This design comes from an exercise in tuning for small area and a short achievable clock period on the open sky130 flow, not from production work.
Function was checked by simulation only, so behaviour that the tests miss may differ from the original.
No activity file was given, so power comes from the tool's default toggle rates.

==> design/flow/design.v <==
`timescale 1ns / 1ps
module ALU(
    input clk,
    input reset,
    input [31:0] A,
    input [31:0] B,
    input [3:0] ALU_control,
    output reg [31:0] result,
    output Z,
    output reg N,
    output reg C,
    output reg V
    );
    wire [3:0] op = ALU_control;
    wire op_addsub = (op[3:1] == 3'b000);
    wire op_or   = (op == 4'b0010);
    wire op_and  = (op == 4'b0011);
    wire op_xor  = (op == 4'b0100);
    wire op_sll  = (op == 4'b0101);
    wire op_srl  = (op == 4'b0110);
    wire op_slt  = (op == 4'b0111);
    wire op_sltu = (op == 4'b1000);
    wire inv = op[3] | (op[0] & ~(op[1] & ~op[2]));
    wire [31:0] bx = B ^ {32{inv}};
    wire [31:0] p = A ^ bx;
    wire [31:0] g = A & bx;
    wire [31:0] sum;
    wire cout;
    alu_add u_add (.p(p), .g(g), .cin(inv), .sum(sum), .cout(cout));
    wire ltu = ~cout;
    wire lts = (A[31] ^ B[31]) ? A[31] : ~cout;
    wire lt = (op_slt & lts) | (op_sltu & ltu);
    wire [31:0] y;
    alu_shr u_shr (.a(A), .s(B[4:0]), .left(op[0]), .y(y));
    wire sel_s = op_addsub;
    wire sel_p = op_xor | op_or;
    wire sel_g = op_and | op_or;
    wire [31:0] r;
    genvar k;
    generate for (k = 0; k < 32; k = k + 1) begin : g_r
        if (k == 0) begin : g_b0
            alu_rbit0 u (.sel_s(sel_s), .sum(sum[k]), .sel_p(sel_p), .p(p[k]), .sel_g(sel_g), .g(g[k]),
                         .srl(op_srl), .y(y[k]), .sll(op_sll), .yr(y[31 - k]), .lt(lt), .r(r[k]));
        end else begin : g_bn
            alu_rbit u (.sel_s(sel_s), .sum(sum[k]), .sel_p(sel_p), .p(p[k]), .sel_g(sel_g), .g(g[k]),
                        .srl(op_srl), .y(y[k]), .sll(op_sll), .yr(y[31 - k]), .r(r[k]));
        end
    end endgenerate
    wire c_w = op_addsub & cout;
    wire v_w = op_addsub & (A[31] == bx[31]) & (sum[31] != A[31]);
    reg zero_ok;
    assign Z = zero_ok & ~|result;
    always @(posedge clk or posedge reset) begin
        if (reset) begin
            result <= 32'b0;
            zero_ok <= 1'b0;
            N <= 1'b0;
            C <= 1'b0;
            V <= 1'b0;
        end else begin
            result <= r;
            zero_ok <= 1'b1;
            N <= r[31];
            C <= c_w;
            V <= v_w;
        end
    end
endmodule
module alu_rbit(
    input sel_s, input sum, input sel_p, input p, input sel_g, input g,
    input srl, input y, input sll, input yr,
    output r
    );
    wire n1 = ~((sel_s & sum) | (sel_p & p) | (sel_g & g));
    wire n2 = ~((srl & y) | (sll & yr));
    assign r = ~(n1 & n2);
endmodule
module alu_rbit0(
    input sel_s, input sum, input sel_p, input p, input sel_g, input g,
    input srl, input y, input sll, input yr, input lt,
    output r
    );
    wire n1 = ~((sel_s & sum) | (sel_p & p) | (sel_g & g));
    wire n2 = ~((srl & y) | (sll & yr));
    assign r = ~(n1 & n2) | lt;
endmodule
module alu_shr(
    input [31:0] a,
    input [4:0] s,
    input left,
    output [31:0] y
    );
    wire nleft = ~left;
    wire [4:0] ns = ~s;
    wire [31:0] t [0:5];
    genvar i, k;
    generate
        for (i = 0; i < 32; i = i + 1) begin : g_in
            alu_aoi22 u (.a(left), .b(a[31 - i]), .c(nleft), .d(a[i]), .y(t[0][i]));
        end
        for (k = 0; k < 5; k = k + 1) begin : g_st
            for (i = 0; i < 32; i = i + 1) begin : g_b
                if (i + (1 << k) < 32) begin : g_m
                    alu_aoi22 u (.a(s[k]), .b(t[k][i + (1 << k)]), .c(ns[k]), .d(t[k][i]), .y(t[k + 1][i]));
                end else if (k % 2 == 0) begin : g_f0
                    assign t[k + 1][i] = ~(s[k] | t[k][i]);
                end else begin : g_f1
                    assign t[k + 1][i] = ~(ns[k] & t[k][i]);
                end
            end
        end
    endgenerate
    assign y = t[5];
endmodule
module alu_aoi22(input a, input b, input c, input d, output y);
    assign y = ~((a & b) | (c & d));
endmodule
module alu_add(
    input [31:0] p,
    input [31:0] g,
    input cin,
    output [31:0] sum,
    output cout
    );
    function integer pc(input integer x);
        integer t;
        begin
            pc = 0;
            for (t = 0; t < 6; t = t + 1) pc = pc + ((x >> t) & 1);
        end
    endfunction
    wire [31:0] gg [0:5];
    wire [31:0] pp [0:5];
    wire [31:0] ggx [0:4];
    wire [31:0] ppx [0:4];
    assign gg[0] = {g[31:1], g[0] | (p[0] & cin)};
    assign pp[0] = p;
    genvar k, i;
    generate
        for (k = 0; k < 5; k = k + 1) begin : g_lvl
            assign ggx[k] = ~gg[k];
            assign ppx[k] = ~pp[k];
            for (i = 0; i < 32; i = i + 1) begin : g_bit
                if ((i >> k) & 1) begin : g_node
                    localparam integer J = ((i >> k) << k) - 1;
                    localparam integer PI = pc(i % (1 << k)) & 1;
                    localparam integer PJ = k & 1;
                    wire gl = (PI == PJ) ? gg[k][J] : ggx[k][J];
                    wire pl = (PI == PJ) ? pp[k][J] : ppx[k][J];
                    if (i < (1 << (k + 1))) begin : g_go
                        if (PI == 0) begin : g_t
                            alu_gt u (.gh(gg[k][i]), .ph(pp[k][i]), .gl(gl), .y(gg[k + 1][i]));
                        end else begin : g_i
                            alu_gi u (.gh(gg[k][i]), .ph(pp[k][i]), .gl(gl), .y(gg[k + 1][i]));
                        end
                        assign pp[k + 1][i] = 1'b0;
                    end else begin : g_gp
                        if (PI == 0) begin : g_t
                            alu_gt u (.gh(gg[k][i]), .ph(pp[k][i]), .gl(gl), .y(gg[k + 1][i]));
                            alu_pt v (.ph(pp[k][i]), .pl(pl), .y(pp[k + 1][i]));
                        end else begin : g_i
                            alu_gi u (.gh(gg[k][i]), .ph(pp[k][i]), .gl(gl), .y(gg[k + 1][i]));
                            alu_pi v (.ph(pp[k][i]), .pl(pl), .y(pp[k + 1][i]));
                        end
                    end
                end else begin : g_pass
                    assign gg[k + 1][i] = gg[k][i];
                    assign pp[k + 1][i] = pp[k][i];
                end
            end
        end
        assign sum[0] = p[0] ^ cin;
        for (i = 1; i < 32; i = i + 1) begin : g_sum
            if (pc(i - 1) & 1) begin : g_n
                assign sum[i] = ~(p[i] ^ gg[5][i - 1]);
            end else begin : g_p
                assign sum[i] = p[i] ^ gg[5][i - 1];
            end
        end
    endgenerate
    assign cout = ~gg[5][31];
endmodule
module alu_gt(input gh, input ph, input gl, output y);
    assign y = ~(gh | (ph & gl));
endmodule
module alu_gi(input gh, input ph, input gl, output y);
    assign y = ~(gh & (ph | gl));
endmodule
module alu_pt(input ph, input pl, output y);
    assign y = ~(ph & pl);
endmodule
module alu_pi(input ph, input pl, output y);
    assign y = ~(ph | pl);
endmodule
==> design/flow/flow/run.sh <==
#!/bin/bash
# The standard ORFS layout, with these changes: before the floorplan repair
# every gate gets its smallest size (flow/pre_fp.tcl), and port buffers use
# the smallest buffer.
set -euo pipefail
bash standard.sh \
  "PRE_FLOORPLAN_TCL=$PWD/flow/pre_fp.tcl" \
  "BUFFER_PORTS_ARGS=-buffer_cell sky130_fd_sc_hd__buf_1" \
  finish > flow_make.log 2>&1
==> design/flow/flow/pre_fp.tcl <==
# Run before ORFS's floorplan repair: remove the synthesis buffers and give
# every cell the smallest drive strength of its kind; the repair steps that
# follow size up only what timing needs.
remove_buffers
set n 0
foreach inst [get_cells *] {
  set cell [get_property $inst ref_name]
  if {![regexp {^(sky130_fd_sc_hd__[a-z0-9]+)_([0-9]+)$} $cell -> base drive]} { continue }
  if {[string match "*dfr*" $base] || [string match "*df*" $base]} { continue }
  set best $cell
  set best_area [get_property [get_lib_cells */$cell] area]
  foreach lc [get_lib_cells */${base}_*] {
    set name [get_property $lc name]
    if {![regexp "^${base}_\[0-9\]+\$" $name]} { continue }
    if {[get_property $lc dont_use]} { continue }
    set a [get_property $lc area]
    if {$a < $best_area} { set best $name; set best_area $a }
  }
  if {$best ne $cell} {
    replace_cell $inst $best
    incr n
  }
}
puts "pre_fp: downsized $n cells"
==> design/flow/standard.sh <==
#!/bin/bash
# synth_recipe.tcl (not shown) runs the flow's synth.tcl, then flattens the netlist and writes it again
# the make line also repeats each setting of config.mk as NAME=value (left out here)
make -C /OpenROAD-flow-scripts/flow DESIGN_CONFIG=/design/flow/config.mk WORK_HOME=/design/flow/orfs CLKGATE_MAP_FILE= SYNTH_SCRIPT=/design/flow/synth_recipe.tcl "${@:-finish}"
==> design/flow/config.mk <==
export PLATFORM = sky130hd
export DESIGN_NAME = ALU
export DESIGN_NICKNAME = ALU
export VERILOG_FILES = /design/flow/design.v
export SDC_FILE = /design/flow/constraint.sdc
export NUM_CORES = 4
export LEC_CHECK = 0
export CAP_MARGIN = 20
export CORE_MARGIN = 2
export CORE_UTILIZATION = 40
export GPL_TIMING_DRIVEN = 0
export SETUP_SLACK_MARGIN = 1.5
export SLEW_MARGIN = 20
export SYNTH_HIERARCHICAL = 1
export SYNTH_MINIMUM_KEEP_SIZE = 0
==> design/flow/constraint.sdc <==
create_clock -name core_clock -period 5.5 [get_ports {clk}]
set_input_delay 1.1000 -clock core_clock [delete_from_list [all_inputs] [get_ports {clk}]]
set_output_delay 1.1000 -clock core_clock [all_outputs]
set_load 0.01 [all_outputs]
==> results.cfg <==
[power_and_ir_drop]
totalPowerFinal_mw = 1.44
power.leakage_nw = 2.65
peakVddDrop_uv = 120
p_per_area_nw_per_um2 = 231

[global_routing]
grt_pass1_vias = 5274
grt_max_degree = 39
busiest_layer = met2
track_usage_pct = 28.8
use_met1_pct = 42.7
antenna_found_initial = 1
use_met2_pct = 43.8
use_met3_pct = 4.36
grt_overflow_total = 0
grt_pass1_wl_um = 29100

[sta]
worstMarginPinSlew_ns = 0.921
fmax_mhz = 250
drv_slew = 0
fin_crit_sh_pct = 72.7
worst_slack_ns = 1.50
relSlewSlack_pct = 38.6
setup_viol = 0
fin_crit_ns = 4.00
finalHoldViolCount = 0
grt_setup_unrepaired = true

[routing]
first_pass_iters = 8
drcViolationCount = 0
drt_iter0_markers = 758
ant_nets = 0
route.vias.total = 6052
via_per_inst = 6.61
drt-total-wl_um = 19400
wl_per_cell_um = 21.2

[die]
core-area_sq_um = 11600
io-pin-count = 106
num_rows = 39
die_area_sq_um = 12900
die_y_um = 113
start_util_pct = 41.4
die_w_um = 113

[worst_setup_path]
required_ns = 5.64
worstSetupStartpointType = primary input
crit_fanout = 8
criticalPathCategory = in2reg
crit_chain = buf_8, nor3b_4, nor2_4, xor2_1, ha_1, ha_2, or2_4, a21oi_4, o21ai_4, a21oi_4, o21ai_4, clkinv_4, buf_4, o21ai_1, xor2_1, a222oi_1, nand2_1
path_buf_inv = 3
crit_path_top_delay_cell = a222oi_1
cp-end-kind = flop
critPathTopFamily = compound AO/OA/AOI/OAI gates
worstPathArrival_ns = 4.14
cpPeakStageDelay_ns = 0.39
crit_path_start = ALU_control[3]

[clocking]
cts_hold_buf = 0
cts_tree = yes
clkSinkCount = 35
clockBufferDepth = 2
cts_root_buf = clkbuf_16
clk_pin_slew_worst_paths_ns = 0.05
ctsHtreeMaxLevel = 2
cts_made_buffers = 5

[cells_and_area]
syn_to_final_growth_pct = 29.8
fillCellCount = 1126
multi_input_area_sq_um = 4040
fin_nets = 874
antenna_cells = 0
final_common_cell = a22oi_1
regArea_sq_um = 876
drive_gt1_share_pct = 13.3
most-common-layout-cells = 194 x a22oi_1, 97 x buf_1, 70 x nand2_1
layout.cells.non_filler = 915

[status]
outcome = complete, no violations

[placed_design]
dp_slack_ns = 0.119
io_buffers = 105
place_hpwl_um = 14600
dp_cells = 878
gp_congestion = 0.896

[flow_run]
cap_violations = 0

[synth]
avgSynthCellArea_sq_um = 7.74
syn_inst = 619
synth_fp_nets = 722
yosysWarnings = 9
netlist_area_sq_um = 4790

[worst_hold_path]
hold_class = in2async
## repair_timing
item                       in CTS  in global routing
pin swaps                       9                 37
resized for setup              13                 53
cloned                          0                  2
setup buffers                  15                 12
setup endpoints to repair      34                 26
## state kept, by name (all words and copies together), names as in the netlist
register	count
V	1
result	31
N	1
zero_ok	1
C	1
## metrics by stage
| stage | hold slack (ns) | TNS (ns) | cell area, sq um | util [%] |
|---|---|---|---|---|
| after floorplan | 1.25 | 0 | 4870 | - |
| after global placement | 1.44 | -15.96 | 5440 | 47.0 |
| after detailed placement | 1.23 | 0 | 5570 | 48.2 |
| after CTS | 0.935 | 0 | 5870 | 50.8 |
| after global routing | 0.977 | 0 | 6220 | 53.8 |
| final | 0.903 | 0 | 6220 | 53.8 |
## final timing paths
path,depth (start not counted),end
max in group asynchronous,2,result[13]$_DFF_PP0_
min in group core_clock,4,V$_DFF_PP0_
min,2,N$_DFF_PP0_
max,17,result[25]$_DFF_PP0_
## metal layers
metal  share of wire, %  vias to the layer above
li1                   -                     2821
met1                 45                     2882
met2                 45                      321
met3                9.0                       26
met4                1.9                        2
met5              0.067                        -
## final cells by class
cell class / count / share of cell area, %
multi-input cells: 550 / 65.0
flip-flops and latches: 35 / 14.1
repair buffers: 145 / 13.7
well taps: 143 / 2.87
clock buffers: 7 / 2.13
inverters: 34 / 2.13
clock inverters: 1 / 0.0804
## power breakdown
group          switching (mW)  internal [mW]
logic                   0.527          0.343
clock network          0.0947          0.167
registers              0.0167          0.292

## separate check: timing with driven ports
How much do the figures lean on ideal ports? The routed layout below was timed once more, with nothing changed but the port constraints. Step 1 assumes that a clkbuf_16 drives the clock port and a buf_2 every other input. Step 2 also shifts input and output timing later by t, the mid clock arrival at the registers, as if the neighbouring blocks saw the same clock. Three values: ideal ports, drivers, drivers and shift; two values: the first two.
shift t [ns]: 0.309
slack for setup (ns): 1.501 / 1.448 / 1.139
worst setup path after step 2: input to register
worst register clock-pin slew, ns: 0.05 / 0.05
After both steps setup and hold are still met in this run. For this run, drivers alone change the setup slack by -0.053 ns; drivers and shift together by -0.362 ns.
